This design comes from an exercise in tuning for small area, a short achievable clock period and few clock cycles on the open sky130 flow, not from production work.
RTL that was checked went through simulation tests only; none was proved equivalent to the original.
The RTL of runs 1 to 4 was laid out without a check of its function.
Power is estimated from default activity; no workload was simulated.

[flow/design.v]
module maze(clk, reset, start_i, row_i, action_o, coord_o);
    input clk, reset, start_i;
    input [15:0] row_i;
    output reg [1:0] action_o;
    output reg [5:0] coord_o;
    localparam [1:0] A_IDLE = 2'b00, A_IN = 2'b01, A_CAL = 2'b10, A_OUT = 2'b11;
    reg [63:0] s1, s0;
    reg [3:0]  cnt;
    reg [1:0]  T;       
    reg [1:0]  dm;      
    reg        tgt;     
    reg [5:0]  endc;
    reg [7:0]  cpos, rpos;
    wire load = (action_o == A_IN) & ~cnt[3];
    wire walk = (action_o == A_OUT);
    wire [7:0] in1, in0, isst;
    genvar g;
    generate for (g = 0; g < 8; g = g + 1) begin : col
        assign in1[g]  =  row_i[15-2*g] &  row_i[14-2*g];
        assign in0[g]  = ~row_i[15-2*g] &  row_i[14-2*g];
        assign isst[g] =  row_i[15-2*g] & ~row_i[14-2*g];
    end endgenerate
    wire [2:0] stcol = {|isst[7:4], isst[2]|isst[3]|isst[6]|isst[7], isst[1]|isst[3]|isst[5]|isst[7]};
    wire       found = load & |isst;
    wire       last  = load & (cnt[2:0] == 3'd7);    
    wire [7:0] ldr   = {8{load}} & (8'd1 << cnt[2:0]);
    reg [63:0] x1, x0;
    integer k;
    always @* begin
        x1 = s1;
        x0 = s0;
        for (k = 7; k < 64; k = k + 8) begin
            x1[k] = last ? in1[k >> 3] : s1[k];
            x0[k] = last ? in0[k >> 3] : s0[k];
        end
    end
    wire [63:0] ROW0 = 64'h0101010101010101;
    wire [63:0] ROW7 = 64'h8080808080808080;
    wire [63:0] nb  = ((x1 >> 1) & ~ROW7) | ((x1 << 1) & ~ROW0) | (x1 >> 8) | (x1 << 8);
    wire [63:0] nw  = nb & ~x1 & ~x0 & {64{~load | last}};
    wire        lab = T[1] ^ T[0];       
    always @(posedge clk) begin
        for (k = 0; k < 64; k = k + 1) begin
            if (ldr[k & 7] & ((k & 7) != 7)) begin
                s1[k] <= in1[k >> 3];
                s0[k] <= in0[k >> 3];
            end else begin
                s1[k] <= x1[k] | nw[k];
                s0[k] <= x0[k] | (nw[k] & lab);
            end
        end
    end
    wire [63:0] G = s1 & ~(s0 ^ {64{tgt}});
    reg  [7:0] cv, rv;    
    integer a, b;
    always @* begin
        for (a = 0; a < 8; a = a + 1) begin
            cv[a] = 1'b0;
            rv[a] = 1'b0;
            for (b = 0; b < 8; b = b + 1) begin
                cv[a] = cv[a] | (cpos[b] & G[b*8+a]);
                rv[a] = rv[a] | (rpos[b] & G[a*8+b]);
            end
        end
    end
    wire up    = |(rpos[7:1] & cv[6:0]);
    wire down  = |(rpos[6:0] & cv[7:1]);
    wire left  = |(cpos[7:1] & rv[6:0]);
    wire right = |(cpos[6:0] & rv[7:1]);
    wire reach = up | down | left | right;
    function [2:0] dec3(input [2:0] x);
        case (x)
            3'd0: dec3 = 3'd7; 3'd1: dec3 = 3'd0; 3'd2: dec3 = 3'd1; 3'd3: dec3 = 3'd2;
            3'd4: dec3 = 3'd3; 3'd5: dec3 = 3'd4; 3'd6: dec3 = 3'd5; default: dec3 = 3'd6;
        endcase
    endfunction
    function [2:0] inc3(input [2:0] x);
        case (x)
            3'd0: inc3 = 3'd1; 3'd1: inc3 = 3'd2; 3'd2: inc3 = 3'd3; 3'd3: inc3 = 3'd4;
            3'd4: inc3 = 3'd5; 3'd5: inc3 = 3'd6; 3'd6: inc3 = 3'd7; default: inc3 = 3'd0;
        endcase
    endfunction
    wire [2:0] cc = coord_o[5:3];
    wire [2:0] cr = coord_o[2:0];
    wire [2:0] crm = dec3(cr), crp = inc3(cr), ccm = dec3(cc), ccp = inc3(cc);
    wire mu = walk & up;
    wire md = walk & ~up & down;
    wire mv = walk & ~(up | down);           
    wire ml = mv & left;
    wire mr = mv & ~left;
    wire hold = ~found & ~walk;
    wire pd = cc[0] ^ cr[0] ^ row_i[4] ^ row_i[0];    
    always @(posedge clk) begin
        rpos <= ({8{found}} & (8'd1 << cnt[2:0])) | ({8{hold | mv}} & rpos)
              | ({8{mu}} & (rpos >> 1)) | ({8{md}} & (rpos << 1));
        cpos <= ({8{found}} & isst) | ({8{hold | mu | md}} & cpos)
              | ({8{ml}} & (cpos >> 1)) | ({8{mr}} & (cpos << 1));
        coord_o[2:0] <= ({3{found}} & cnt[2:0]) | ({3{hold | mv}} & cr)
                      | ({3{mu}} & crm) | ({3{md}} & crp);
        coord_o[5:3] <= ({3{found}} & stcol) | ({3{hold | mu | md}} & cc)
                      | ({3{ml}} & ccm) | ({3{mr}} & ccp);
    end
    always @(posedge clk) begin
        if (load & ~last) T <= 2'd0;
        else              T <= T + 2'd1;
        if (action_o == A_IN & cnt[3]) endc <= {row_i[6:4], row_i[2:0]};
        if (walk)                  dm <= dm - 2'd1;
        else if (action_o == A_IN) dm <= {~pd, pd};
        else                       dm <= T + 2'd1;
        tgt <= (walk & ~dm[1]) | (~walk & ~load & ((reach & tgt) | (~reach & lab)));
    end
    always @(posedge clk or posedge reset) begin
        if (reset) begin
            action_o <= A_IDLE;
            cnt <= 4'd0;
        end else begin
            case (action_o)
                A_IDLE: begin
                    cnt <= 4'd0;
                    if (start_i) action_o <= A_IN;
                end
                A_IN: begin
                    cnt <= cnt + 4'd1;
                    if (cnt[3]) action_o <= reach ? A_OUT : A_CAL;
                end
                A_CAL: if (reach) action_o <= A_OUT;
                A_OUT: if (coord_o == endc) action_o <= A_IDLE;
            endcase
        end
    end
endmodule
[flow/run.sh]
#!/bin/bash
# synth_recipe.tcl (not shown) runs the flow's synth.tcl, then flattens the netlist and writes it again
# the make line also repeats each setting of config.mk as NAME=value (left out here)
make -C /OpenROAD-flow-scripts/flow DESIGN_CONFIG=/design/flow/config.mk WORK_HOME=/design/flow/orfs CLKGATE_MAP_FILE= SYNTH_SCRIPT=/design/flow/synth_recipe.tcl finish
[flow/config.mk]
export PLATFORM = sky130hd
export DESIGN_NAME = maze
export DESIGN_NICKNAME = maze
export VERILOG_FILES = /design/flow/design.v
export SDC_FILE = /design/flow/constraint.sdc
export NUM_CORES = 4
export LEC_CHECK = 0
export CAP_MARGIN = 20
export CORE_MARGIN = 2
export CORE_UTILIZATION = 40
export SETUP_SLACK_MARGIN = 1.5
export SLEW_MARGIN = 20
[flow/constraint.sdc]
create_clock -name core_clock -period 3.7 [get_ports {clk}]
set_input_delay 0.7400 -clock core_clock [delete_from_list [all_inputs] [get_ports {clk}]]
set_output_delay 0.7400 -clock core_clock [all_outputs]
set_load 0.01 [all_outputs]
==> summary.md, run 1 <==
| Metric | Value |
|---|---|
| Status | timing/DRC/antenna clean |
| DRT iter0 DRCs | ~1300 |
| First-pass GRT wire length | 54600 µm |
| Initial Utilization | 0.404 |
| Design area | 12400 µm² |
| Min-delay worst type | reg -> reg |
| Final setup fails | 0 |
| CP max stage delay | approximately 0.51 ns |
| Core footprint | 23300 µm² |
| Leakage Power | ~0.0045 µW |
| Power Density | around 1100 nW/µm² |
| Hold Vio Cnt, Final | 0 |
| Max-cap violation count | 0 |
| Die ar. | 24700 µm² |
| CTS tree | built |
| Avg WL per Cell | roughly 23 µm |
| Setup slack at placement | 0.277 ns |
| Ys async rst share | 0.0359 |
| Yosys cell types | 62 |
| Row count | 56 |
| Synth warn | 1 |
| Number of buffers inserted by hold repair at cts | 0 |
| Met3 Wirelength | 3600 µm |
| Fillers | approximately 2100 |
| CP Data Arrival Time | ~3.3 ns |
| Top-count cell post-synth | dfxtp_1 |
| # diodes | 0 |
| H-tree Lvls | 4 |
| Die width | ~160 µm |
| PnR worst setup slack | approximately 0.67 ns |
| Root Driver | clkbuf_16 |
| Register area share after synthesis | 0.365 |
| Antenna Nets Post-Route | 0 |
| Worst-skew pair later-pin latency | 0.44 ns |
| Final Skew | 0.0131 ns |
| Cells after Synth | roughly 1200 |
| Post-DR vias/cell | roughly 6.3 |
| Nets@finish | between 1000 and 1500 |
| Final WL | approximately 38000 µm |
| Final worst-path cycle share | 0.818 |
| Slew Limit Fails | 0 |
| VDD IR max | ~0.46 mV |
| Metal-1 WL | 15700 µm |
| FF+latch count, synth | 167 |
| Min cycle time layout | 3.03 ns |
| Crit Path Max Fanout | 11 |
| Post-synth top flop | dfxtp_1 |
| Crit-path slowest cell | dfxtp_4 |
| Most instantiated cells after synthesis | 155 x dfxtp_1, 112 x o21ai_0, 106 x a21oi_1, 97 x nand2_1, 78 x nor3_1 |
| Synth Cell Area | about 9400 µm² |
| Top cell type's share of synthesized area | 0.330 |
| Synth area leaders | dfxtp_1 33%, xnor2_1 6.3%, o21ai_0 6.0% |
| Syn_area_per_cell | 7.85 µm² |
| Slew headroom | 0.368 |
| GRT overflow | 0 |
| GRT Total Usage | 0.289 |
| Largest net degree at the start of global routing | 57 |
| Placement Cell Area | approximately 10000 µm² |
| Critical path type | reg -> reg |
| Vias | 10100 |
| Initial antenna violation count | 0 |
| Buf+Inv Stages, Crit Path | 2 |
| DRC violations left | 0 |
| Post-Route Setup TNS | 0 ns |
| Cts bufs inserted | 17 |
| Syn nets | between 1000 and 1500 |
| Crit path cell chain | buf_12 -> xnor2_1 -> nand3_1 -> nand4_1 -> o21a_1 -> a2111o_1 -> a211o_4 -> nor4_4 -> buf_4 -> a21oi_2 -> mux2_4 |
| Clk sinks | 167 |
| Worst Max-Slew Pin Slew | about 0.94 ns |
| DR WL met2 | about 17000 µm |
| PortBufs | 26 |
| Top routing layer in use | met4 |
| Area grow syn2layout | 31.5% |
| Post-synth EDFFs | 6 |
| Crit. End Element | flop |
| Dpl hpwl | around 24000 µm |
| Vias in the first global route | 9031 |
| Die Y | between 150 and 200 µm |
| Worst Path Required | 4.01 ns |
| Area leader, netlist | dfxtp_1 |
| GP Congestion | between 0.9 and 1 |
| CP delay by family, top | compound AO/OA/AOI/OAI gates |
| Maximum buffer depth of the clock tree | 2 |
| IO Pins | 27 |
| CTS clk-pin slew, worst paths | ~0.060 ns |
| RSZ-0062 raised after global routing | yes |
| Layout cells sized above 1 | 0.217 |
| Fmax | about 0.33 GHz |
| First drt pass iteration count | 5 |
| Crit path launch type | flop |
## what timing repair did
action	in CTS	in global routing
resized for setup	97	140
pin swaps	21	57
gates cloned	3	7
endpoints found under the setup margin	161	114
buffers inserted	38	42
## worst register-to-register path, cell delays in order (launching register included)
cell	delay (ns)
dfxtp_4	0.51
buf_12	0.19
xnor2_1	0.11
nand3_1	0.17
nand4_1	0.12
o21a_1	0.22
a2111o_1	0.40
a211o_4	0.40
nor4_4	0.27
buf_4	0.17
a21oi_2	0.06
mux2_4	0.30
## cell usage in the layout (no fill, tap or decap), drive strengths merged, types with 6 or more instances in the layout
cell type      count
and2              16
o21ai            112
a21oi            106
xnor2             68
inv               24
nand3             71
dfxtp            155
nand4             14
nor3b              7
o221ai             6
a31oi             10
nor4              63
mux2i             10
o22ai             10
xor2               9
nor3              78
edfxtp             6
dfrtp              6
ha                10
nor2b             15
a221o              9
a32oi             13
a2111oi           14
clkbuf            25
and4               6
nand2             99
mux2               8
clkdlybuf4s50     19
and3              38
nand2b            11
nor2              63
buf              114
## layer usage
layer,vias up,track usage
li1,4566,-
met1,4875,0.401
met2,596,0.453
met3,105,0.0515
met4,0,0.0983
met5,-,0
## power by group
group,switching (µW),internal (µW)
clock network,743,1000
logic,3960,3700
registers,1630,2650
## final cells by class
type                            instances  area, µm²  share of cell area
Clock inverter                          9        103             0.00830
Inverter                               23       86.3             0.00698
Timing Repair Buffer                  143       1470               0.119
Tap cell                              319        399              0.0323
Clock buffer                           22        454              0.0367
Multi-Input combinational cell        915       6390               0.517
Sequential cell                       167       3460               0.280
## registers in the layout, indices dropped and copies added, names as in the netlist
signal and count:
s0 64, tgt 1, action_o 2, dm 2, cnt 4, endc 6, cpos 8, coord_o 6
rpos 8, T 2, s1 64
## per-stage QoR
stage                     utilization  power, µW  std cells  hold WS (ns)
after floorplan                     -       7500       1198         0.431
after global placement          0.427       9280       1477         0.450
after detailed placement        0.427       9330       1477         0.476
after CTS                       0.480      11900       1549         0.485
after global routing            0.532      14300       1598         0.501
final                           0.532      13700       1598         0.483
## logic make-up after synthesis
group / synth area share
flip-flops: 0.365
multiplexers: 0.0202
XOR/XNOR: 0.0718
adder cells (fa/ha/maj): 0.0133
AO/OA/AOI/OAI: 0.203
AND/OR/NAND/NOR: 0.272
buffers and inverters: 0.0538
## final timing paths
check	startpoint	slack, ns	cells after the start	end
min in group asynchronous	reset	0.52	2	cnt[3]$_DFFE_PP0P_
hold reg to reg	dm[0]$_DFF_P_	0.48	1	dm[0]$_DFF_P_
setup reg to reg	tgt$_DFF_P_	0.67	11	action_o[1]$_DFFE_PP0P_
max in group asynchronous	reset	2.95	2	action_o[1]$_DFFE_PP0P_
hold / removal	dm[0]$_DFF_P_	0.48	1	dm[0]$_DFF_P_
setup / recovery	tgt$_DFF_P_	0.67	11	action_o[1]$_DFFE_PP0P_
==> run 2, diff against run 1 <==
--- a/flow/config.mk
+++ b/flow/config.mk
@@ -9,4 +9,4 @@
 export CORE_MARGIN = 2
 export CORE_UTILIZATION = 40
-export SETUP_SLACK_MARGIN = 1.5
+export SETUP_SLACK_MARGIN = 1.0
 export SLEW_MARGIN = 20
==> run 2 against run 1 <==
  * Still clean
  * Core utilization decreased by 4.3 points
  * Final area decreased by 8.1%
  * Sequential share of layout area increased by 2.3 points
  * First-iteration DRC count decreased by 16%
  * Highest routed layer unchanged
==> summary.md, run 2 <==
| Metric | Value |
|---|---|
| Status | timing/DRC/antenna clean |
| Vias in the first global route | 8907 (-1.4%) |
| Crit. End Element | flop |
| Register area share after synthesis | 0.365 (unchanged) |
| Initial Utilization | 0.404 (unchanged) |
| Power Density | 1110 nW/µm² (+0.17%) |
| Number of buffers inserted by hold repair at cts | 0 (unchanged) |
| Syn nets | 1227 (unchanged) |
| Worst Hold Launch | dm[0]$_DFF_P_ |
| Row count | 56 (unchanged) |
| Xor and xnor area share after synthesis | 0.0718 (unchanged) |
| RSZ-0062 raised after global routing | yes |
| Clock power frac | 0.147 (+0.019) |
| Vias | 9781 (-3.6%) |
| Ys async rst share | 0.0359 (unchanged) |
| DRT iter0 DRCs | 1080 (-16%) |
| Post-synth top flop | dfxtp_1 |
| Min cycle time layout | 2.98 ns (-0.0453 ns) |
| Largest net degree at the start of global routing | 48 (-16%) |
| Mux contribution to synthesized area | 0.0202 (unchanged) |
| Synth area leaders | dfxtp_1 33%, xnor2_1 6.3%, o21ai_0 6.0% |
| Post-synthesis simple-gate area fraction | 0.272 (unchanged) |
| Max-cap violation count | 0 (unchanged) |
| Main combinational cell family by area after synthesis | simple AND/OR/NAND/NOR gates |
| Final worst-path cycle share | 0.806 (-0.0123) |
| GP Congestion | 0.981 (-1.4%) |
| CTS clk-pin slew, worst paths | 0.07 ns (about the same) |
| Psw | 5880 µW (-7.2%) |
| First drt pass iteration count | 6 (+1) |
| Final WL | 35400 µm (-5.7%) |
| Min-delay worst type | reg -> reg |
| Post-DR vias/cell | 6.33 (-0.32%) |
| Yosys cell types | 62 (unchanged) |
| Final setup fails | 0 (unchanged) |
| Top-count cell post-synth | dfxtp_1 |
| Nets@finish | 1244 (-4.0%) |
| Slew headroom | 0.392 (+0.0237) |
| Crit Path Max Fanout | 6 (-5) |
| Worst Path Required | 4.01 ns (about the same) |
| R2R Path Start | tgt$_DFF_P_ |
| Root Driver | clkbuf_16 |
| Compound-gate portion of the synthesized area | 0.203 (unchanged) |
| Cts bufs inserted | 17 (unchanged) |
| Fmax | 0.335 GHz (+1.5%) |
| Placed insts | 1478 (+0.068%) |
| Post-Route Setup TNS | 0 ns (unchanged) |
| Area grow syn2layout | 20.9% |
| FF+latch count, synth | 167 (unchanged) |
| Dpl hpwl | 23900 µm (-1.9%) |
| Die Y | 157 µm (unchanged) |
| Die ar. | 24700 µm² (unchanged) |
| Die width | 157 µm (unchanged) |
| Cells after Synth | 1198 (unchanged) |
| Largest registers | s0 (64), s1 (64) |
| GRT Total Usage | 0.282 (-0.00757) |
| Leakage Power | 0.00413 µW (-8.2%) |
| Critical path type | reg -> reg |
| Top cell type's share of synthesized area | 0.330 (unchanged) |
| Core footprint | 23300 µm² (unchanged) |
| Layout Cells excl Fill | 1546 (-3.3%) |
| Crit path launch | tgt$_DFF_P_ |
| Synth warn | 1 (unchanged) |
| CP Data Arrival Time | 3.29 ns (-0.05 ns) |
| Setup slack at placement | 0.436 ns (+0.160 ns) |
| PortBufs | 26 (unchanged) |
| Commonest cells after routing, fill and taps aside | 154 x dfxtp_1, 106 x o21ai_0, 106 x a21oi_1 |
| First-pass GRT wire length | 52900 µm (-3.2%) |
| Avg WL per Cell | 22.9 µm (-2.6%) |
| Post-synth EDFFs | 6 (unchanged) |
| Post-Synth Adder-Cell Area | 0.0133 (unchanged) |
| Syn_area_per_cell | 7.85 µm² (unchanged) |
| VDD IR max | 0.450 mV (-3.0%) |
| Worst Max-Slew Pin Slew | 0.909 ns (-0.0313 ns) |
| Sw frac | 0.467 (+0.00360) |
| DRC violations left | 0 (unchanged) |
| Worst R2R Setup Slack | 0.72 ns (+0.05 ns) |
| # diodes | 0 (unchanged) |
| Synth Cell Area | 9400 µm² (unchanged) |
| Final Skew | 0.0123 ns (-0.000852 ns) |
| Int Pwr | 6720 µW (-8.5%) |
| Area leader, netlist | dfxtp_1 |
| Seq pwr share | 0.329 (+0.017) |
| Clk sinks | 167 (unchanged) |
| Slew Limit Fails | 0 (unchanged) |
| Most instantiated cells after synthesis | 155 x dfxtp_1, 112 x o21ai_0, 106 x a21oi_1, 97 x nand2_1, 78 x nor3_1 |
| Combinational share of power | 0.524 (-0.036) |
| Antenna Nets Post-Route | 0 (unchanged) |
| PnR worst setup slack | 0.719 ns (+0.0453 ns) |
| IO Pins | 27 (unchanged) |
| Crit path launch type | flop |
| GRT overflow | 0 (unchanged) |
| Initial antenna violation count | 0 (unchanged) |
| Worst-skew pair later-pin latency | 0.44 ns (about the same) |
| Most common cell after layout, fill and taps aside | dfxtp_1 |
| H-tree Lvls | 4 (unchanged) |
| Maximum buffer depth of the clock tree | 2 (unchanged) |
| Layout cells sized above 1 | 0.143 (-0.0747) |
| Hold Vio Cnt, Final | 0 (unchanged) |
| CTS tree | built |
[run 2: cell counts after synthesis]
Identical to the previous run, type by type.
[run 2: area by class of cell]
cell class	count	area, µm²
clock buffer	21	480
clock inverter	10	120
fill	2302	11900
inverter	23	86.3
multi-input combinational	914	5910
sequential	167	3440
tap	319	399
timing repair buffer	92	928
[run 2: final timing paths]
path                                            to  cells past startpoint
setup / recovery                coord_o[2]$_DFF_P_                     11
hold / removal                       dm[0]$_DFF_P_                      1
setup reg to reg                coord_o[2]$_DFF_P_                     11
hold reg to reg                      dm[0]$_DFF_P_                      1
max in group asynchronous  action_o[1]$_DFFE_PP0P_                      2
min in group asynchronous       cnt[3]$_DFFE_PP0P_                      2
[run 2: per-layer routing]
layer | global-route usage | share of wire | up-vias
met4 | 0.111 | 0.039 | 0
li1 | - | - | 4459
met3 | 0.0653 | 0.10 | 103
met5 | 0 | 0 | -
met2 | 0.433 | 0.44 | 569
met1 | 0.382 | 0.42 | 4650
[run 2: kinds of logic after synthesis]
kind of cell,Yosys count
xor+xnor,77
flops,167
buf+inv,118
mux,18
fa+ha+maj,10
simple gates,490
compound gates,318
[run 2: critical path, cell delays in order, from the launching register on]
cell and delay, ns:
dfxtp_4 0.38, buf_12 0.15, clkbuf_16 0.16, xnor2_1 0.17, nand3_1 0.16, nand4_1 0.10
nand4b_1 0.20, a2111o_1 0.44, a211o_4 0.36, nand2_4 0.12, nor4_1 0.07, or4_1 0.53
[run 2: power groups by stage]
stage	logic (µW)	registers, µW	clock network, µW
2_1_floorplan	4170	3290	0
3_3_place_gp	5170	4050	0
3_5_place_dp	5220	4050	0
4_1_cts	5830	4010	1860
5_1_grt	7140	4210	1930
6_report	6610	4140	1850
[run 2: timing repair]
action,4_1_cts,5_1_grt
endpoints found under the setup margin,93,108
gates cloned,3,3
buffers inserted,18,13
resized for setup,26,73
pin swaps,8,23
endpoints found under the hold margin,0,0
[run 2: metrics by stage]
step / total power [µW] / utilization / hold WS, ns / area (µm²)
final: 12600 / 0.489 / 0.477 / 11400
after global routing: 13300 / 0.489 / 0.502 / 11400
after CTS: 11700 / 0.466 / 0.469 / 10800
after detailed placement: 9270 / 0.427 / 0.457 / 9940
after global placement: 9220 / 0.427 / 0.456 / 9940
after floorplan: 7460 / - / 0.431 / 9410
==> run 3, diff against run 2 <==
--- a/flow/design.v
+++ b/flow/design.v
@@ -51,17 +51,22 @@
         end
     end
-    wire [63:0] G = s1 & ~(s0 ^ {64{tgt}});
-    reg  [7:0] cv, rv;    
+    wire [63:0] P = s1 &  s0;      
+    wire [63:0] Q = s1 & ~s0;      
+    reg  [7:0] cv1, cv0, rv1, rv0;    
     integer a, b;
     always @* begin
         for (a = 0; a < 8; a = a + 1) begin
-            cv[a] = 1'b0;
-            rv[a] = 1'b0;
+            cv1[a] = 1'b0; cv0[a] = 1'b0;
+            rv1[a] = 1'b0; rv0[a] = 1'b0;
             for (b = 0; b < 8; b = b + 1) begin
-                cv[a] = cv[a] | (cpos[b] & G[b*8+a]);
-                rv[a] = rv[a] | (rpos[b] & G[a*8+b]);
+                cv1[a] = cv1[a] | (cpos[b] & P[b*8+a]);
+                cv0[a] = cv0[a] | (cpos[b] & Q[b*8+a]);
+                rv1[a] = rv1[a] | (rpos[b] & P[a*8+b]);
+                rv0[a] = rv0[a] | (rpos[b] & Q[a*8+b]);
             end
         end
     end
+    wire [7:0] cv = tgt ? cv1 : cv0;
+    wire [7:0] rv = tgt ? rv1 : rv0;
     wire up    = |(rpos[7:1] & cv[6:0]);
     wire down  = |(rpos[6:0] & cv[7:1]);
==> run 3 against run 2 <==
  * Largest cell class unchanged
  * Register-to-register slack gained 0.26 ns
  * Non-clock buffer count shrank 1
  * Largest power group unchanged
  * Clock power is essentially flat
  * Still clean
  * Setup slack gained 0.26 ns
==> summary.md, run 3 <==
| Metric | Value |
|---|---|
| Critical path type | reg -> reg |
| # diodes | 0 (unchanged) |
| Final setup fails | 0 (unchanged) |
| Most instantiated cells after synthesis | 187 x nand2_1, 165 x nor3_1, 155 x dfxtp_1, 107 x nand3_1, 99 x o21ai_0 |
| Worst-skew pair later-pin latency | 0.45 ns (about the same) |
| Avg WL per Cell | 25.1 µm (+9.8%) |
| Slew Limit Fails | 0 (unchanged) |
| VDD IR max | 0.863 mV (+92%) |
| PortBufs | 26 (unchanged) |
| Maximum buffer depth of the clock tree | 2 (unchanged) |
| Antenna Nets Post-Route | 0 (unchanged) |
| GRT Total Usage | 0.320 (+0.0385) |
| DRC violations left | 0 (unchanged) |
| Status | timing/DRC/antenna clean |
| Fmax | 0.367 GHz (+9.4%) |
| Nets@finish | 1433 (+15%) |
| Dpl hpwl | 30300 µm (+27%) |
| Final core utilization | 0.464 (-0.0243) |
| Post-synth EDFFs | 6 (unchanged) |
| Worst Path Required | 4.04 ns (+0.03 ns) |
| Register area share after synthesis | 0.330 (-0.0356) |
| Most common cell after layout, fill and taps aside | nand2_1 |
| Die width | 165 µm (+5.1%) |
| Crit path launch | rpos[0]$_DFF_P_ |
| Final Skew | 0.0162 ns (+0.00394 ns) |
| Post-DR vias/cell | 6.64 (+4.9%) |
| Synth area leaders | dfxtp_1 30%, nor3_1 7.9%, nand2_1 6.7% |
| Crit Path Max Fanout | 6 (unchanged) |
| Yosys cell types | 71 (+15%) |
| Number of buffers inserted by hold repair at cts | 0 (unchanged) |
| Slew headroom | 0.382 (-0.0102) |
| Post-Route Setup TNS | 0 ns (unchanged) |
| Top-count cell post-synth | nand2_1 |
| Syn_area_per_cell | 7.23 µm² (-7.8%) |
| Ys async rst share | 0.0359 (unchanged) |
| Footprint of the multi-input gates | 6460 µm² (+9.3%) |
| Row count | 59 (+5.4%) |
| H-tree Lvls | 4 (unchanged) |
| Crit path launch type | flop |
| Largest registers | s0 (64), s1 (64) |
| First-pass GRT wire length | 65800 µm (+24%) |
| CTS clk-pin slew, worst paths | 0.08 ns (about the same) |
| GRT overflow | 0 (unchanged) |
| Synth Cell Area | 10400 µm² (+11%) |
| Cts bufs inserted | 17 (unchanged) |
| Cells after Synth | 1440 (+20%) |
| RSZ-0062 raised after global routing | yes |
| R2R Path Start | rpos[0]$_DFF_P_ |
| Vias | 11600 (+19%) |
| Leakage Power | 0.00431 µW (+4.4%) |
| Top cell type's share of synthesized area | 0.298 (-0.0322) |
| Commonest cells after routing, fill and taps aside | 187 x nand2_1, 163 x nor3_1, 104 x nand3_1 |
| Post-synth top flop | dfxtp_1 |
| GP Congestion | 1.02 (+3.9%) |
| Crit. End Element | flop |
| Area leader, netlist | dfxtp_1 |
| Root Driver | clkbuf_16 |
| Syn nets | 1469 (+20%) |
| Area grow syn2layout | 15.2% |
| Max-cap violation count | 0 (unchanged) |
| CTS tree | built |
| Hold Vio Cnt, Final | 0 (unchanged) |
| Worst Hold Launch | dm[0]$_DFF_P_ |
| Initial antenna violation count | 0 (unchanged) |
| Worst Max-Slew Pin Slew | 0.925 ns (+0.0160 ns) |
| Min-delay worst type | reg -> reg |
| Fillers | 2619 (+14%) |
| Power Density | 1100 nW/µm² (-1.2%) |
| Initial Utilization | 0.403 (-0.000994) |
| Final WL | 44000 µm (+24%) |
| Register area | 3570 µm² (+3.8%) |
| Vias in the first global route | 10500 (+18%) |
| Core footprint | 25800 µm² (+11%) |
| Final worst-path cycle share | 0.737 (-0.0689) |
| DRT iter0 DRCs | 1665 (+54%) |
| Die Y | 165 µm (+5.1%) |
| IO Pins | 27 (unchanged) |
| Min cycle time layout | 2.73 ns (-0.255 ns) |
| First drt pass iteration count | 6 (unchanged) |
| FF+latch count, synth | 167 (unchanged) |
| Synth warn | 1 (unchanged) |
| Die ar. | 27300 µm² (+11%) |
| Layout cells sized above 1 | 0.164 (+0.0211) |
| Clk sinks | 167 (unchanged) |
| CP Data Arrival Time | 3.06 ns (-0.23 ns) |
| Largest net degree at the start of global routing | 58 (+21%) |
## run 3: logic make-up after synthesis
kind of cell | after synthesis | share of synthesized area
compound gates | 329 | 0.197
xor+xnor | 13 | 0.0109
fa+ha+maj | 10 | 0.0120
buf+inv | 175 | 0.0809
flops | 167 | 0.330
mux | 18 | 0.0177
simple gates | 728 | 0.352
## run 3: worst paths after layout
kind | end | slack, ns | depth (start not counted)
setup / recovery | action_o[1]$_DFFE_PP0P_ | 0.97 | 12
setup reg to reg | action_o[1]$_DFFE_PP0P_ | 0.97 | 12
hold reg to reg | dm[0]$_DFF_P_ | 0.48 | 1
max in group asynchronous | cnt[2]$_DFFE_PP0P_ | 2.98 | 2
min in group asynchronous | action_o[1]$_DFFE_PP0P_ | 0.51 | 2
hold / removal | dm[0]$_DFF_P_ | 0.48 | 1
## run 3: layer usage
layer  vias up  share of wire  GRT usage
li1       5202              -          -
met4         0          0.047      0.146
met3       143          0.095     0.0490
met2       692           0.44      0.493
met5         -              0          0
met1      5589           0.42      0.441
## run 3: cell type report
type                       count  area share
clock buffer                  18      0.0358
timing repair buffer          91      0.0692
sequential                   167       0.298
inverter                      28     0.00918
tap                          335      0.0349
clock inverter                14      0.0140
timing repair inverter         1    0.000522
multi-input combinational   1098       0.539
## run 3: repair_timing
action,4_1_cts,5_1_grt
setup buffers,14,15
endpoints found under the setup margin,25,34
gates resized for setup,57,111
pin swaps,12,26
cloned,0,1
hold endpoints to repair,0,0
## run 3: through the flow
stage | worst slack [ns] | cells | power (µW) | hold slack [ns] | cell area (µm²)
6_report | 0.974 | 1752 | 13100 | 0.475 | 12000
5_1_grt | 0.874 | 1752 | 13800 | 0.514 | 12000
4_1_cts | 0.989 | 1736 | 12200 | 0.473 | 11500
3_5_place_dp | 0.476 | 1690 | 9950 | 0.461 | 10700
3_3_place_gp | 0.517 | 1690 | 9940 | 0.446 | 10700
2_1_floorplan | 1.09 | 1440 | 7910 | 0.431 | 10400
## run 3: critical path, cell delays in order (launching register included)
cell and delay, ns:
dfxtp_4 0.39, buf_6 0.15, nand2_1 0.06, o22ai_1 0.11, nor4_2 0.27, a31oi_2 0.16
a222oi_1 0.33, buf_4 0.18, nand2_2 0.10, nor4_4 0.22, buf_4 0.18, a21o_1 0.14
mux2_1 0.32
## run 3: power breakdown
group	internal, µW	switching (µW)	total (µW)	leakage, µW
combinational	2800	3600	6400	0.00261
sequential	2730	2140	4870	0.00142
clock	1020	851	1870	0.000286
total	6550	6590	13100	0.00431
==> run 4, diff against run 3 <==
--- a/flow/config.mk
+++ b/flow/config.mk
@@ -9,4 +9,4 @@
 export CORE_MARGIN = 2
 export CORE_UTILIZATION = 40
-export SETUP_SLACK_MARGIN = 1.0
+export SETUP_SLACK_MARGIN = 1.3
 export SLEW_MARGIN = 20
==> run 4 against run 3 <==
  * Area after synthesis unchanged
  * Routed wire length up 5.2%
  * Hold slack worse by 0.015 ns
  * Non-clock buffer count up 42
  * Combinational power up about 20%
  * Largest power group unchanged
  * Total power up 9.6%
  * Sequential power about the same
  * Final cell count up 2.3%
  * Critical endpoint unchanged
  * Still clean
  * Synthesized cell count unchanged
  * First-iteration DRC count down 6.8%
==> summary.md, run 4 <==
| Metric | Value |
|---|---|
| Top cell by count, worst path | nor4_4 |
| Placement Cell Area | 10700 µm² (-0.21%) |
| Root Driver | clkbuf_16 |
| CTS clk-pin slew, worst paths | 0.07 ns (about the same) |
| Area grow syn2layout | 23.3% |
| Slew headroom | 0.273 (-0.109) |
| First drt pass iteration count | 8 (+2) |
| Clk sinks | 167 (unchanged) |
| GP Congestion | 1.02 (+0.21%) |
| RSZ-0062 raised after global routing | yes |
| Fillers | 2569 (-1.9%) |
| Syn_area_per_cell | 7.23 µm² (unchanged) |
| First-pass GRT wire length | 68500 µm (+4.2%) |
| Top-count cell post-synth | nand2_1 |
| Synth Cell Area | 10400 µm² (unchanged) |
| Avg WL per Cell | 25.8 µm (+2.8%) |
| GRT Total Usage | 0.336 (+0.0160) |
| Min cycle time layout | 2.65 ns (-0.0798 ns) |
| Vias | 11900 (+2.6%) |
| Min-delay worst type | reg -> reg |
| Final worst-path cycle share | 0.715 (-0.0216) |
| Status | timing/DRC/antenna clean |
| Max-cap violation count | 0 (unchanged) |
| Dpl hpwl | 31100 µm (+2.6%) |
| Crit path launch | s0[55]$_DFF_P_ |
| Die width | 165 µm (unchanged) |
| Crit-path slowest cell | dfxtp_2 |
| Footprint of the multi-input gates | 6830 µm² (+5.7%) |
| Fin Hold WS | 0.461 ns (-0.0148 ns) |
| Top cell type's share of synthesized area | 0.298 (unchanged) |
| Leakage Power | 0.00464 µW (+7.7%) |
| Worst-skew pair later-pin latency | 0.45 ns (about the same) |
| Cts bufs inserted | 17 (unchanged) |
| Synth warn | 1 (unchanged) |
| Layout Cells excl Fill | 1793 (+2.3%) |
| Core footprint | 25800 µm² (unchanged) |
| Final Skew | 0.0205 ns (+0.00434 ns) |
| VDD IR max | 0.782 mV (-9.3%) |
| CP Data Arrival Time | 2.97 ns (-0.09 ns) |
| DRT iter0 DRCs | 1551 (-6.8%) |
| Number of buffers inserted by hold repair at cts | 0 (unchanged) |
| Vias in the first global route | 11100 (+5.1%) |
| # diodes | 0 (unchanged) |
| Worst Max-Slew Pin Slew | 1.09 ns (+0.164 ns) |
| Largest registers | s0 (64), s1 (64) |
| CP max stage delay | 0.40 ns (about the same) |
| Post-DR vias/cell | 6.65 (+0.28%) |
| FF+latch count, synth | 167 (unchanged) |
| Final setup fails | 0 (unchanged) |
| Main combinational cell family by area after synthesis | simple AND/OR/NAND/NOR gates |
| Crit. End Element | flop |
| PortBufs | 26 (unchanged) |
| Final WL | 46300 µm (+5.2%) |
| Largest net degree at the start of global routing | 57 (-1.7%) |
| R2R Path Start | s0[55]$_DFF_P_ |
| Critical path type | reg -> reg |
| Post-synthesis simple-gate area fraction | 0.352 (unchanged) |
| GRT overflow | 0 (unchanged) |
| Syn nets | 1469 (unchanged) |
| Xor and xnor area share after synthesis | 0.0109 (unchanged) |
| Cells after Synth | 1440 (unchanged) |
| Post-synth top flop | dfxtp_1 |
| Most common cell after layout, fill and taps aside | nand2_1 |
| DRC violations left | 0 (unchanged) |
| Design area | 12800 µm² (+7.1%) |
| Yosys cell types | 71 (unchanged) |
| Mux contribution to synthesized area | 0.0177 (unchanged) |
| Most instantiated cells after synthesis | 187 x nand2_1, 165 x nor3_1, 155 x dfxtp_1, 107 x nand3_1, 99 x o21ai_0 |
| Slew Limit Fails | 0 (unchanged) |
| Ys async rst share | 0.0359 (unchanged) |
| CP delay by family, top | simple AND/OR/NAND/NOR gates |
| Worst Hold Launch | dm[0]$_DFF_P_ |
| Nets@finish | 1474 (+2.9%) |
| H-tree Lvls | 4 (unchanged) |
| Post-Synth Adder-Cell Area | 0.0120 (unchanged) |
| Post-synth EDFFs | 6 (unchanged) |
| Fmax | 0.378 GHz (+3.0%) |
| Antenna Nets Post-Route | 0 (unchanged) |
| Die ar. | 27300 µm² (unchanged) |
| Commonest cells after routing, fill and taps aside | 178 x nand2_1, 160 x nor3_1, 96 x nand3_1 |
| Initial antenna violation count | 0 (unchanged) |
| Synth area leaders | dfxtp_1 30%, nor3_1 7.9%, nand2_1 6.7% |
| Crit path launch type | flop |
| Total power | 14400 µW (+9.6%) |
| Register area | 3610 µm² (+1.0%) |
| Power Density | 1120 nW/µm² (+2.3%) |
| Crit Path Max Fanout | 6 (unchanged) |
| Buf+Inv Stages, Crit Path | 0 (-3) |
| Initial Utilization | 0.403 (unchanged) |
| IO Pins | 27 (unchanged) |
| CTS tree | built |
| Maximum buffer depth of the clock tree | 2 (unchanged) |
| Die Y | 165 µm (unchanged) |
| Row count | 59 (unchanged) |
| Post-Route Setup TNS | 0 ns (unchanged) |
| Worst Path Required | 4.03 ns (about the same) |
| Hold Vio Cnt, Final | 0 (unchanged) |
| Placed insts | 1687 (-0.18%) |
| Crit path cell chain | nand3b_1 -> nand4_1 -> nor4_4 -> nor2_1 -> a221oi_2 -> nand3_2 -> nor4_4 -> a21o_1 -> mux2_4 |
| Compound-gate portion of the synthesized area | 0.197 (unchanged) |
| Layout cells sized above 1 | 0.239 (+0.0750) |
| Area leader, netlist | dfxtp_1 |
| Register area share after synthesis | 0.330 (unchanged) |
[run 4: cell counts after synthesis]
Identical to the previous run, type by type.
[run 4: cell type report]
cell class / instances / area share
Sequential cell: 167 / 0.281
Timing Repair Buffer: 133 / 0.101
Inverter: 28 / 0.00857
Clock inverter: 11 / 0.00896
Tap cell: 335 / 0.0326
Clock buffer: 21 / 0.0366
Multi-Input combinational cell: 1098 / 0.532
[run 4: worst reg2reg max path: cells and delay by family, from the launching register on]
kind / cells / cell delay, ns
simple gates: 6 / 1.30
mux: 1 / 0.30
compound gates: 2 / 0.53
flops: 1 / 0.40
[run 4: path summary, 6_finish.rpt]
check                           depth (start not counted)  slack, ns                      end
worst min register to register                          1       0.46            dm[0]$_DFF_P_
max in group asynchronous                               2       2.91       cnt[0]$_DFFE_PP0P_
worst max-delay path                                    9       1.05  action_o[1]$_DFFE_PP0P_
worst max register to register                          9       1.05  action_o[1]$_DFFE_PP0P_
worst min-delay path                                    1       0.46            dm[0]$_DFF_P_
min in group asynchronous                               2       0.53       cnt[0]$_DFFE_PP0P_
[run 4: power by group]
part / internal (µW) / switching (µW) / total, µW
registers: 2760 / 2090 / 4850
logic: 3530 / 4180 / 7710
clock network: 997 / 841 / 1840
total: 7280 / 7120 / 14400
[run 4: routing by layer]
metal / up-vias / part of all wire / global-route usage
met4: 0 / 0.068 / 0.199
met3: 224 / 0.097 / 0.0579
li1: 5278 / - / -
met1: 5627 / 0.39 / 0.435
met2: 802 / 0.44 / 0.525
met5: - / 0 / 0
[run 4: repair_timing]
item | in CTS | in global routing
endpoints found under the setup margin | 148 | 47
gates cloned | 0 | 1
resized for setup | 200 | 91
setup buffers | 48 | 25
pin swaps | 30 | 22
[run 4: stage by stage]
stage | setup slack (ns) | utilization
global placement | 0.531 | 0.413
detailed placement | 0.565 | 0.413
finish | 1.05 | 0.497
CTS | 1.12 | 0.475
floorplan | 1.21 | -
global route | 0.934 | 0.497
[run 4: kinds of logic (layout without fill, tap and decap cells)]
group | count (synthesis) | in the layout
compound gates | 329 | 329
mux | 18 | 18
buf+inv | 175 | 193
flops | 167 | 167
xor+xnor | 13 | 13
fa+ha+maj | 10 | 10
simple gates | 728 | 728
==> run 5, diff against run 4 <==
--- a/flow/design.v
+++ b/flow/design.v
@@ -3,5 +3,5 @@
     input [15:0] row_i;
     output reg [1:0] action_o;
-    output reg [5:0] coord_o;
+    output [5:0] coord_o;
     localparam [1:0] A_IDLE = 2'b00, A_IN = 2'b01, A_CAL = 2'b10, A_OUT = 2'b11;
     reg [63:0] s1, s0;
@@ -10,5 +10,4 @@
     reg [1:0]  dm;      
     reg        tgt;     
-    reg [5:0]  endc;
     reg [7:0]  cpos, rpos;
     wire load = (action_o == A_IN) & ~cnt[3];
@@ -21,5 +20,4 @@
         assign isst[g] =  row_i[15-2*g] & ~row_i[14-2*g];
     end endgenerate
-    wire [2:0] stcol = {|isst[7:4], isst[2]|isst[3]|isst[6]|isst[7], isst[1]|isst[3]|isst[5]|isst[7]};
     wire       found = load & |isst;
     wire       last  = load & (cnt[2:0] == 3'd7);    
@@ -51,22 +49,17 @@
         end
     end
-    wire [63:0] P = s1 &  s0;      
-    wire [63:0] Q = s1 & ~s0;      
-    reg  [7:0] cv1, cv0, rv1, rv0;    
+    wire [63:0] G = s1 & ~(s0 ^ {64{tgt}});
+    reg  [7:0] cv, rv;    
     integer a, b;
     always @* begin
         for (a = 0; a < 8; a = a + 1) begin
-            cv1[a] = 1'b0; cv0[a] = 1'b0;
-            rv1[a] = 1'b0; rv0[a] = 1'b0;
+            cv[a] = 1'b0;
+            rv[a] = 1'b0;
             for (b = 0; b < 8; b = b + 1) begin
-                cv1[a] = cv1[a] | (cpos[b] & P[b*8+a]);
-                cv0[a] = cv0[a] | (cpos[b] & Q[b*8+a]);
-                rv1[a] = rv1[a] | (rpos[b] & P[a*8+b]);
-                rv0[a] = rv0[a] | (rpos[b] & Q[a*8+b]);
+                cv[a] = cv[a] | (cpos[b] & G[b*8+a]);
+                rv[a] = rv[a] | (rpos[b] & G[a*8+b]);
             end
         end
     end
-    wire [7:0] cv = tgt ? cv1 : cv0;
-    wire [7:0] rv = tgt ? rv1 : rv0;
     wire up    = |(rpos[7:1] & cv[6:0]);
     wire down  = |(rpos[6:0] & cv[7:1]);
@@ -74,19 +67,10 @@
     wire right = |(cpos[6:0] & rv[7:1]);
     wire reach = up | down | left | right;
-    function [2:0] dec3(input [2:0] x);
-        case (x)
-            3'd0: dec3 = 3'd7; 3'd1: dec3 = 3'd0; 3'd2: dec3 = 3'd1; 3'd3: dec3 = 3'd2;
-            3'd4: dec3 = 3'd3; 3'd5: dec3 = 3'd4; 3'd6: dec3 = 3'd5; default: dec3 = 3'd6;
-        endcase
+    function [2:0] enc(input [7:0] x);
+        enc = {|x[7:4], x[2] | x[3] | x[6] | x[7], x[1] | x[3] | x[5] | x[7]};
     endfunction
-    function [2:0] inc3(input [2:0] x);
-        case (x)
-            3'd0: inc3 = 3'd1; 3'd1: inc3 = 3'd2; 3'd2: inc3 = 3'd3; 3'd3: inc3 = 3'd4;
-            3'd4: inc3 = 3'd5; 3'd5: inc3 = 3'd6; 3'd6: inc3 = 3'd7; default: inc3 = 3'd0;
-        endcase
-    endfunction
-    wire [2:0] cc = coord_o[5:3];
-    wire [2:0] cr = coord_o[2:0];
-    wire [2:0] crm = dec3(cr), crp = inc3(cr), ccm = dec3(cc), ccp = inc3(cc);
+    wire [2:0] cc = enc(cpos);
+    wire [2:0] cr = enc(rpos);
+    assign coord_o = {cc, cr};
     wire mu = walk & up;
     wire md = walk & ~up & down;
@@ -101,13 +85,8 @@
         cpos <= ({8{found}} & isst) | ({8{hold | mu | md}} & cpos)
               | ({8{ml}} & (cpos >> 1)) | ({8{mr}} & (cpos << 1));
-        coord_o[2:0] <= ({3{found}} & cnt[2:0]) | ({3{hold | mv}} & cr)
-                      | ({3{mu}} & crm) | ({3{md}} & crp);
-        coord_o[5:3] <= ({3{found}} & stcol) | ({3{hold | mu | md}} & cc)
-                      | ({3{ml}} & ccm) | ({3{mr}} & ccp);
     end
     always @(posedge clk) begin
         if (load & ~last) T <= 2'd0;
         else              T <= T + 2'd1;
-        if (action_o == A_IN & cnt[3]) endc <= {row_i[6:4], row_i[2:0]};
         if (walk)                  dm <= dm - 2'd1;
         else if (action_o == A_IN) dm <= {~pd, pd};
@@ -130,5 +109,5 @@
                 end
                 A_CAL: if (reach) action_o <= A_OUT;
-                A_OUT: if (coord_o == endc) action_o <= A_IDLE;
+                A_OUT: if (!reach) action_o <= A_IDLE;    
             endcase
         end
--- a/flow/config.mk
+++ b/flow/config.mk
@@ -9,4 +9,4 @@
 export CORE_MARGIN = 2
 export CORE_UTILIZATION = 40
-export SETUP_SLACK_MARGIN = 1.3
+export SETUP_SLACK_MARGIN = 1.0
 export SLEW_MARGIN = 20
==> run 5 against run 4 <==
  * Sequential power down 16%
  * Sequential share of layout area rose by 2.5 points
  * Setup slack got worse by 0.32 ns
  * Critical path depth up 4
  * Die area fell by 16%
  * Total power down 16%
  * Core utilization is 0.95 points lower
  * First-iteration DRC count is 24% lower
  * Area after synthesis shrank 17%
  * Clock-buffer cell count is 1 lower
  * Critical path type unchanged
==> summary.md, run 5 <==
| Metric | Value |
|---|---|
| Most common cell after layout, fill and taps aside | dfxtp_1 |
| Min-delay worst type | reg -> reg |
| WHS Endpoint | dm[0]$_DFF_P_ |
| CP Data Arrival Time | 3.31 ns (+0.34 ns) |
| Synth warn | 1 (unchanged) |
| Ys async rst share | 0.0387 (+0.00278) |
| Crit Path Max Fanout | 7 (+1) |
| Xor and xnor area share after synthesis | 0.0714 (+0.0605) |
| Post-DR vias/cell | 6.37 (-4.2%) |
| Synth Cell Area | 8660 µm² (-17%) |
| GRT met3 Usage | 0.0596 (+0.00170) |
| Final Skew | 0.0113 ns (-0.00921 ns) |
| Die width | 151 µm (-8.6%) |
| R2R Path Start | tgt$_DFF_P_ |
| IO Pins | 27 (unchanged) |
| Most instantiated cells after synthesis | 149 x dfxtp_1, 117 x o21ai_0, 112 x nand3_1, 93 x a21oi_1, 84 x nand2_1 |
| Core footprint | 21200 µm² (-18%) |
| Root Driver | clkbuf_16 |
| Post-synthesis simple-gate area fraction | 0.293 (-0.0585) |
| Initial Utilization | 0.409 (+0.00625) |
| Maximum buffer depth of the clock tree | 2 (unchanged) |
| Avg WL per Cell | 23.3 µm (-9.7%) |
| Reg2reg path depth | 13 (+4) |
| Post-synth top flop | dfxtp_1 |
| Area grow syn2layout | 19.1% |
| VDD IR max | 0.499 mV (-36%) |
| Top cell type's share of synthesized area | 0.345 (+0.0465) |
| Worst Hold Launch | dm[0]$_DFF_P_ |
| PortBufs | 26 (unchanged) |
| DRC violations left | 0 (unchanged) |
| Clk sinks | 155 (-7.2%) |
| Row count | 53 (-10%) |
| Final setup fails | 0 (unchanged) |
| Number of buffers inserted by hold repair at cts | 0 (unchanged) |
| FF+latch count, synth | 155 (-7.2%) |
| Reg2reg end | action_o[1]$_DFFE_PP0P_ |
| GRT overflow | 0 (unchanged) |
| Final worst-path cycle share | 0.801 (+0.0861) |
| Busiest metal layer after global routing | met2 |
| Slew Limit Fails | 0 (unchanged) |
| Slew headroom | 0.346 (+0.0736) |
| Worst R2R Setup Slack | 0.74 ns (-0.32 ns) |
| Placement Cell Area | 9100 µm² (-15%) |
| Synth area leaders | dfxtp_1 34%, o21ai_0 6.8%, xnor2_1 6.6% |
| Worst Max-Slew Pin Slew | 0.979 ns (-0.110 ns) |
| Area leader, netlist | dfxtp_1 |
| Status | timing/DRC/antenna clean |
| H-tree Lvls | 4 (unchanged) |
| WHS Path Cells | 1 (unchanged) |
| Initial antenna violation count | 0 (unchanged) |
| Largest registers | s0 (64), s1 (64) |
| Die ar. | 22800 µm² (-16%) |
| Compound-gate portion of the synthesized area | 0.192 (-0.00567) |
| Die Y | 151 µm (-8.6%) |
| Met2 usage | 0.444 (-0.0809) |
| Leakage Power | 0.00362 µW (-22%) |
| Post-synth EDFFs | 0 (-6) |
| Mux contribution to synthesized area | 0.0105 (-0.00711) |
| Cts bufs inserted | 17 (unchanged) |
| Main combinational cell family by area after synthesis | simple AND/OR/NAND/NOR gates |
| Antenna Nets Post-Route | 0 (unchanged) |
| Hold Vio Cnt, Final | 0 (unchanged) |
| CTS tree | built |
| Cells after Synth | 1139 (-21%) |
| Syn nets | 1168 (-20%) |
| Commonest cells after routing, fill and taps aside | 139 x dfxtp_1, 111 x o21ai_0, 109 x nand3_1 |
| Critical path type | reg -> reg |
| GRT Total Usage | 0.293 (-0.0431) |
| Vias | 9094 (-24%) |
| Min cycle time layout | 2.96 ns (+0.319 ns) |
| Nets@finish | 1168 (-21%) |
| Power Density | 1170 nW/µm² (+4.2%) |
| Dpl hpwl | 23000 µm (-26%) |
| RSZ-0062 raised after global routing | yes |
| Layout cells sized above 1 | 0.119 (-0.120) |
| DRT iter0 DRCs | 1184 (-24%) |
| Max-cap violation count | 0 (unchanged) |
| Crit. End Element | flop |
| Worst Path Required | 4.04 ns (about the same) |
| Vias in the first global route | 8240 (-25%) |
| Met1 global-route usage | 0.404 (-0.0313) |
| Post-Synth Adder-Cell Area | 0.0145 (+0.00244) |
| # diodes | 0 (unchanged) |
| Worst-skew pair later-pin latency | 0.45 ns (about the same) |
| Largest net degree at the start of global routing | 58 (+1.8%) |
| First-pass GRT wire length | 50100 µm (-27%) |
| Design area | 10300 µm² (-20%) |
| Crit path launch type | flop |
| GP Congestion | 1.02 (+0.33%) |
| Top-count cell post-synth | dfxtp_1 |
| Register area share after synthesis | 0.362 (+0.0322) |
| CTS clk-pin slew, worst paths | 0.07 ns (about the same) |
| First drt pass iteration count | 5 (-3) |
| Syn_area_per_cell | 7.60 µm² (+5.1%) |
| Final WL | 33300 µm (-28%) |
| Yosys cell types | 51 (-28%) |
| Fmax | 0.337 GHz (-11%) |
| Post-Route Setup TNS | 0 ns (unchanged) |
==> run 5: metrics by stage <==
stage	cells	setup WS (ns)	total power, µW	hold WS (ns)	utilization
after floorplan	1139	1.00	7290	0.431	-
after global placement	1369	0.436	9110	0.455	0.430
after detailed placement	1369	0.405	9140	0.459	0.430
after CTS	1411	0.820	11400	0.472	0.472
after global routing	1427	0.637	12700	0.497	0.488
final	1427	0.735	12100	0.479	0.488
==> run 5: layer usage <==
layer | routed length, µm | vias up
met5 | 0 | -
met4 | 1240 | 0
met3 | 2770 | 90
met2 | 14800 | 456
met1 | 14500 | 4339
li1 | - | 4209
==> run 5: layout make-up <==
class,instances,area (µm²)
Tap cell,275,344
Timing Repair Buffer,76,742
Fill cell,2053,10800
Multi-Input combinational cell,867,5330
Clock buffer,20,478
Sequential cell,155,3150
Clock inverter,12,185
Inverter,22,82.6
==> run 5: how the worst max path moves through the flow <==
stage / slack, ns / startpoint / end / depth (start not counted)
after global placement: 0.44 / tgt$_DFF_P_ / action_o[1]$_DFFE_PP0P_ / 11
after detailed placement: 0.40 / tgt$_DFF_P_ / action_o[1]$_DFFE_PP0P_ / 11
after floorplan: 1.00 / tgt$_DFF_P_ / action_o[1]$_DFFE_PP0P_ / 12
after global routing: 0.64 / tgt$_DFF_P_ / action_o[1]$_DFFE_PP0P_ / 13
final: 0.74 / tgt$_DFF_P_ / action_o[1]$_DFFE_PP0P_ / 13
after CTS: 0.82 / tgt$_DFF_P_ / action_o[1]$_DFFE_PP0P_ / 12
==> run 5: kinds of logic after synthesis <==
| logic type | Yosys count |
|---|---|
| AO/OA/AOI/OAI | 289 |
| XOR/XNOR | 69 |
| adder cells (fa/ha/maj) | 10 |
| buffers and inverters | 117 |
| flip-flops | 155 |
| multiplexers | 9 |
| AND/OR/NAND/NOR | 490 |
==> run 5: repair_timing <==
action | 4_1_cts | 5_1_grt
buffers inserted | 9 | 15
pin swaps | 11 | 11
gates resized for setup | 35 | 42
setup endpoints to repair | 34 | 60
gates cloned | 1 | 1
==> run 5: power breakdown <==
group	internal, µW	total, µW	switching (µW)
combinational	2600	5990	3380
clock	1210	2000	786
sequential	2520	4070	1550
total	6340	12100	5720
==> run 5: worst max-delay path: stages (launching register included) <==
cell	delay, ns
dfxtp_4	0.47
buf_6	0.17
xnor2_2	0.08
and3_4	0.19
nor4_4	0.28
nand4_1	0.18
buf_4	0.18
a22oi_1	0.13
nand4_1	0.26
nor4_4	0.23
buf_6	0.16
mux2i_4	0.26
a21oi_2	0.08
a31o_1	0.20
Testbench counts of run 5, summed over its fixed seeds: cycles 39,396.
==> run 6, diff against run 5 <==
--- a/flow/config.mk
+++ b/flow/config.mk
@@ -9,4 +9,4 @@
 export CORE_MARGIN = 2
 export CORE_UTILIZATION = 40
-export SETUP_SLACK_MARGIN = 1.0
+export SETUP_SLACK_MARGIN = 1.3
 export SLEW_MARGIN = 20
==> run 6 against run 5 <==
  * First-iteration DRC count decreased by 9.1%
  * Sequential share of layout area decreased by 0.66 points
  * Combinational power increased by 9.8%
  * Maximum frequency about the same
  * Largest cell class unchanged
==> summary.md, run 6 <==
| Metric | Value |
|---|---|
| Worst R2R Setup Slack | 0.73 ns (about the same) |
| Die width | 151 µm (unchanged) |
| Max-cap violation count | 0 (unchanged) |
| Worst Hold Launch | dm[0]$_DFF_P_ |
| IO Pins | 27 (unchanged) |
| Yosys cell types | 51 (unchanged) |
| Final WL | 34100 µm (+2.3%) |
| Worst Max-Slew Pin Slew | 0.873 ns (-0.105 ns) |
| Leakage Power | 0.00375 µW (+3.6%) |
| WHS Endpoint | dm[0]$_DFF_P_ |
| Maximum buffer depth of the clock tree | 2 (unchanged) |
| Clk sinks | 155 (unchanged) |
| Dpl hpwl | 23100 µm (+0.57%) |
| Final setup fails | 0 (unchanged) |
| Fillers | 2070 (+0.83%) |
| CTS tree | built |
| Nets@finish | 1178 (+0.86%) |
| First drt pass iteration count | 6 (+1) |
| CP Data Arrival Time | 3.28 ns (-0.03 ns) |
| Die ar. | 22800 µm² (unchanged) |
| Placement Cell Area | 9140 µm² (+0.41%) |
| Layout cells sized above 1 | 0.165 (+0.0463) |
| VDD IR max | 0.400 mV (-20%) |
| GRT Total Usage | 0.294 (+0.000811) |
| Reg2reg path depth | 12 (-1) |
| Commonest cells after routing, fill and taps aside | 134 x dfxtp_1, 111 x o21ai_0, 102 x nand3_1 |
| Fin Hold WS | 0.461 ns (-0.0181 ns) |
| First-pass GRT wire length | 50300 µm (+0.54%) |
| Critical path type | reg -> reg |
| Root Driver | clkbuf_16 |
| Fmax | 0.337 GHz (about the same) |
| Min-delay worst type | reg -> reg |
| Final worst-path cycle share | 0.802 (about the same) |
| DRT iter0 DRCs | 1076 (-9.1%) |
| WHS Path Cells | 1 (unchanged) |
| Largest registers | s0 (64), s1 (64) |
| Vias | 9218 (+1.4%) |
| Synth Cell Area | 8660 µm² (unchanged) |
| Top cell type's share of synthesized area | 0.345 (unchanged) |
| Reg2reg end | action_o[0]$_DFFE_PP0P_ |
| Min cycle time layout | 2.97 ns (+0.00194 ns) |
| Layout Cells excl Fill | 1437 (+0.70%) |
| Synth warn | 1 (unchanged) |
| Crit path launch type | flop |
| Status | timing/DRC/antenna clean |
| Worst-skew pair later-pin latency | 0.44 ns (about the same) |
| Avg WL per Cell | 23.7 µm (+1.6%) |
| GRT overflow | 0 (unchanged) |
| Syn nets | 1168 (unchanged) |
| Initial antenna violation count | 0 (unchanged) |
| Final Skew | 0.00887 ns (-0.00246 ns) |
| RSZ-0062 raised after global routing | yes |
| Register area share after synthesis | 0.362 (unchanged) |
| Design area | 10600 µm² (+2.9%) |
| Crit Path Max Fanout | 12 (+5) |
| Setup slack at placement | 0.477 ns (+0.0723 ns) |
| Worst Path Required | 4.01 ns (-0.03 ns) |
| Core footprint | 21200 µm² (unchanged) |
| Ys async rst share | 0.0387 (unchanged) |
| PortBufs | 26 (unchanged) |
| Post-DR vias/cell | 6.41 (+0.66%) |
| PnR worst setup slack | 0.733 ns (-0.00194 ns) |
| Hold Vio Cnt, Final | 0 (unchanged) |
| Slew Limit Fails | 0 (unchanged) |
| Post-Route Setup TNS | 0 ns (unchanged) |
| Vias in the first global route | 8288 (+0.58%) |
| Cells after Synth | 1139 (unchanged) |
| Most instantiated cells after synthesis | 149 x dfxtp_1, 117 x o21ai_0, 112 x nand3_1, 93 x a21oi_1, 84 x nand2_1 |
| Synth area leaders | dfxtp_1 34%, o21ai_0 6.8%, xnor2_1 6.6% |
| GP Congestion | 0.980 (-4.3%) |
| Post-synth top flop | dfxtp_1 |
| Row count | 53 (unchanged) |
| Power Density | 1180 nW/µm² (+0.88%) |
| Largest net degree at the start of global routing | 48 (-17%) |
| Die Y | 151 µm (unchanged) |
| Antenna Nets Post-Route | 0 (unchanged) |
| FF+latch count, synth | 155 (unchanged) |
| Placed insts | 1371 (+0.15%) |
| Initial Utilization | 0.409 (unchanged) |
| Crit. End Element | flop |
| Crit path launch | tgt$_DFF_P_ |
| DRC violations left | 0 (unchanged) |
| Slew headroom | 0.417 (+0.0703) |
| CTS clk-pin slew, worst paths | 0.07 ns (about the same) |
| Top-count cell post-synth | dfxtp_1 |
| R2R Path Start | tgt$_DFF_P_ |
| Area leader, netlist | dfxtp_1 |
| Area grow syn2layout | 22.6% |
| # diodes | 0 (unchanged) |
| Post-synth EDFFs | 0 (unchanged) |
| Cts bufs inserted | 17 (unchanged) |
| H-tree Lvls | 4 (unchanged) |
| Syn_area_per_cell | 7.60 µm² (unchanged) |
| Most common cell after layout, fill and taps aside | dfxtp_1 |
## run 6: critical path, cell delays in order (launching register included)
cell      delay [ns]
dfxtp_4         0.39
buf_12          0.16
xnor2_1         0.14
and3_1          0.22
a31oi_1         0.16
nand4b_1        0.16
a222oi_1        0.39
nand4_1         0.22
nor4_4          0.38
buf_4           0.22
nand4b_1        0.09
a31oi_1         0.17
mux2i_1         0.11
## run 6: cell type report
type,count,area [µm²],share of cell area
Clock inverter,9,85.1,0.00802
Inverter,22,87.6,0.00825
Timing Repair Buffer,84,847,0.0798
Tap cell,275,344,0.0324
Clock buffer,23,508,0.0479
Sequential cell,155,3170,0.299
Multi-Input combinational cell,869,5570,0.525
## run 6: per-stage QoR
stage,util,total power [µW]
floorplan,-,7310
global placement,0.432,9170
detailed placement,0.432,9210
CTS,0.484,11700
global route,0.502,13100
finish,0.502,12500
## run 6: worst max-delay path by stage
stage | to | cells past startpoint
after global routing | action_o[0]$_DFFE_PP0P_ | 12
after floorplan | action_o[1]$_DFFE_PP0P_ | 12
after global placement | action_o[1]$_DFFE_PP0P_ | 11
after detailed placement | action_o[1]$_DFFE_PP0P_ | 11
after CTS | action_o[1]$_DFFE_PP0P_ | 12
final | action_o[0]$_DFFE_PP0P_ | 12
## run 6: per-layer routing
metal / part of all wire / wire [µm] / GRT usage
met5: 0 / 0 / 0
met4: 0.030 / 1030 / 0.111
met3: 0.085 / 2910 / 0.0633
met2: 0.45 / 15300 / 0.455
met1: 0.43 / 14800 / 0.401
## run 6: cells by family after synthesis
kind of cell	Yosys count	share of synthesized area
buf+inv	117	0.0571
simple gates	490	0.293
mux	9	0.0105
fa+ha+maj	10	0.0145
flops	155	0.362
xor+xnor	69	0.0714
compound gates	289	0.192
## run 6: repair_timing
| action | in CTS | in global routing |
|---|---|---|
| pin swaps | 16 | 22 |
| setup buffers | 24 | 4 |
| gates resized for setup | 74 | 67 |
| hold buffers | 0 | 0 |
| endpoints found under the setup margin | 45 | 132 |
| cloned | 4 | 2 |
## run 6: report_power, final
group | total [µW] | internal, µW | leakage, µW | switching (µW)
combinational | 6580 | 2910 | 0.00214 | 3680
sequential | 4150 | 2540 | 0.00133 | 1610
clock | 1780 | 1030 | 0.000284 | 746
total | 12500 | 6480 | 0.00375 | 6030
==> run 7, diff against run 6 <==
--- a/flow/config.mk
+++ b/flow/config.mk
@@ -6,4 +6,5 @@
 export NUM_CORES = 4
 export LEC_CHECK = 0
+export ABC_AREA = 1
 export CAP_MARGIN = 20
 export CORE_MARGIN = 2
==> run 7 against run 6 <==
  * Setup slack better by 0.42 ns
  * Routed wire length increased by 11%
  * Clock-buffer cell count shrank 4
  * Global-route usage grew 0.66 points
  * Final area rose by 6.2%
  * Critical endpoint is now cpos[6]$_DFF_P_
==> summary.md, run 7 <==
| Metric | Value |
|---|---|
| Status | timing/DRC/antenna clean |
| Fmax | 0.393 GHz (+17%) |
| Crit. End Element | flop |
| Largest net degree at the start of global routing | 35 (-27%) |
| H-tree Lvls | 4 (unchanged) |
| Int Pwr | 5710 µW (-12%) |
| Area grow syn2layout | 20.5% |
| Die Y | 157 µm (+3.8%) |
| RSZ-0062 raised after global routing | yes |
| Number of buffers inserted by hold repair at cts | 0 (unchanged) |
| Area leader, netlist | dfxtp_1 |
| Worst-skew pair later-pin latency | 0.43 ns (about the same) |
| Combinational share of power | 0.538 (+0.012) |
| Critical path type | reg -> reg |
| Syn nets | 1473 (+26%) |
| CTS clk-pin slew, worst paths | 0.07 ns (about the same) |
| Clock power frac | 0.153 (+0.011) |
| Register area share after synthesis | 0.335 (-0.0267) |
| Vias | 10700 (+16%) |
| Min cycle time layout | 2.54 ns (-0.423 ns) |
| Commonest cells after routing, fill and taps aside | 341 x nand2_1, 161 x inv_1, 136 x dfxtp_1 |
| Slew headroom | 0.561 (+0.144) |
| Seq pwr share | 0.309 (-0.023) |
| WHS Endpoint | dm[0]$_DFF_P_ |
| WHS Path Cells | 1 (unchanged) |
| Crit Path Max Fanout | 8 (-4) |
| Final worst-path cycle share | 0.688 (-0.114) |
| Leakage Power | 0.00528 µW (+41%) |
| Reg2reg path depth | 17 (+5) |
| Initial Utilization | 0.410 (+0.00108) |
| Post-synth top flop | dfxtp_1 |
| Yosys cell types | 44 (-14%) |
| Layout Cells excl Fill | 1814 (+26%) |
| Worst Path Required | 4.08 ns (+0.07 ns) |
| Maximum buffer depth of the clock tree | 2 (unchanged) |
| Slew Limit Fails | 0 (unchanged) |
| # diodes | 0 (unchanged) |
| GP Congestion | 0.897 (-8.5%) |
| Post-synth EDFFs | 0 (unchanged) |
| Nets@finish | 1517 (+29%) |
| Worst Max-Slew Pin Slew | 0.658 ns (-0.215 ns) |
| CTS tree | built |
| Worst R2R Setup Slack | 1.16 ns (+0.42 ns) |
| Vias in the first global route | 9574 (+16%) |
| Power Density | 1040 nW/µm² (-12%) |
| Post-Route Setup TNS | 0 ns (unchanged) |
| Synth Cell Area | 9350 µm² (+8.0%) |
| Reg2reg end | cpos[6]$_DFF_P_ |
| Die ar. | 24600 µm² (+7.7%) |
| Psw | 5980 µW (-0.88%) |
| Layout cells sized above 1 | 0.126 (-0.0393) |
| Crit path launch type | flop |
| Top-count cell post-synth | nand2_1 |
| Final Skew | 0.0132 ns (+0.00435 ns) |
| First drt pass iteration count | 6 (unchanged) |
| Ys async rst share | 0.0387 (unchanged) |
| Synth area leaders | dfxtp_1 32%, nand2_1 14%, nand4_1 7.7% |
| Post-DR vias/cell | 5.91 (-7.8%) |
| First-pass GRT wire length | 55900 µm (+11%) |
| Most common cell after layout, fill and taps aside | nand2_1 |
| Die width | 157 µm (+3.8%) |
| R2R Path Start | tgt$_DFF_P_ |
| Root Driver | clkbuf_16 |
| Largest registers | s0 (64), s1 (64) |
| Syn_area_per_cell | 6.47 µm² (-15%) |
| Final WL | 37700 µm (+11%) |
| Synth warn | 1 (unchanged) |
| Top cell type's share of synthesized area | 0.319 (-0.0254) |
| Antenna Nets Post-Route | 0 (unchanged) |
| GRT Total Usage | 0.300 (+0.00659) |
| DRT iter0 DRCs | 1325 (+23%) |
-- run 7: changes by cell type after synthesis, moves of 33 or more --
cell,before,now
nor2_1,57,103
xnor2_1,65,2
nand2_1,84,357
nand4_1,28,115
nor3_1,76,17
inv_1,22,164
a21oi_1,93,60
-- run 7: routing by layer --
metal / wire length [µm] / vias up / share of wire / GRT usage
met5: 0 / - / 0 / 0
met4: 1300 / 0 / 0.034 / 0.122
met3: 4510 / 74 / 0.12 / 0.0551
met2: 16400 / 646 / 0.43 / 0.456
met1: 15600 / 4940 / 0.41 / 0.419
li1: - / 5065 / - / -
-- run 7: cell families (layout without fill, tap and decap cells) --
kind of cell	after synthesis	after routing	synth area share
compound gates	278	278	0.165
xor+xnor	6	6	0.00562
fa+ha+maj	10	10	0.0134
buf+inv	238	294	0.103
flops	155	155	0.335
simple gates	757	758	0.378
-- run 7: critical path: stages, from the launching register on --
cell      delay, ns
dfxtp_4        0.46
buf_8          0.16
buf_12         0.16
nand2_4        0.05
nand4_1        0.09
nand2_1        0.10
nor2_1         0.14
nand2_1        0.14
nand2_1        0.09
nand2_1        0.06
nor2_2         0.11
nand2_2        0.10
nor2_4         0.26
nand2_4        0.16
clkinv_4       0.12
buf_4          0.11
nand3_1        0.06
nand3_1        0.08
-- run 7: worst max path at each step --
stage / start / endpoint / slack (ns) / cells past startpoint
final: tgt$_DFF_P_ / cpos[6]$_DFF_P_ / 1.16 / 17
after global routing: tgt$_DFF_P_ / cpos[7]$_DFF_P_ / 1.05 / 18
after CTS: cpos[4]$_DFF_P_ / coord_o[5] / 1.14 / 3
after detailed placement: action_o[1]$_DFFE_PP0P_ / s0[6]$_DFF_P_ / 0.78 / 11
after global placement: action_o[1]$_DFFE_PP0P_ / s0[6]$_DFF_P_ / 0.87 / 11
after floorplan: action_o[1]$_DFFE_PP0P_ / s1[58]$_DFF_P_ / 1.50 / 11
-- run 7: power groups by stage --
stage          Clock, µW  Sequential [µW]  Combinational [µW]
6_report            1790             3610                6290
5_1_grt             1860             3700                6800
4_1_cts             1790             3560                5650
3_5_place_dp           0             3600                4990
3_3_place_gp           0             3600                4950
2_1_floorplan          0             3050                3750
-- run 7: per-stage QoR --
| step | utilization | area (µm²) | setup WS, ns | total power [µW] | hold WS (ns) |
|---|---|---|---|---|---|
| final | 0.495 | 11300 | 1.16 | 11700 | 0.460 |
| after global routing | 0.495 | 11300 | 1.05 | 12400 | 0.497 |
| after CTS | 0.479 | 10900 | 1.14 | 11000 | 0.464 |
| after detailed placement | 0.434 | 9890 | 0.776 | 8590 | 0.455 |
| after global placement | 0.434 | 9890 | 0.870 | 8550 | 0.446 |
| after floorplan | - | 9350 | 1.50 | 6800 | 0.433 |
-- run 7: area by class of cell --
type                       instances  area [µm²]
timing repair buffer              92        1000
sequential                       155        3180
tap                              313         392
inverter                         170         671
multi-input combinational       1052        5440
clock buffer                      19         453
clock inverter                    13         134
fill                            2292       11500
-- run 7: what timing repair did --
action                                  in CTS  in global routing
setup buffers                               18                 18
resized for setup                           67                 44
pin swaps                                   24                 26
endpoints found under the setup margin      89                 88
gates cloned                                 7                  2

Setup slack of run 7, layout unchanged: 1.156 ns with ideal ports, 1.156 ns with driving cells assumed (clock clkbuf_16, inputs buf_2), 0.969 ns with port delays also shifted by the 0.475 ns mid clock arrival.
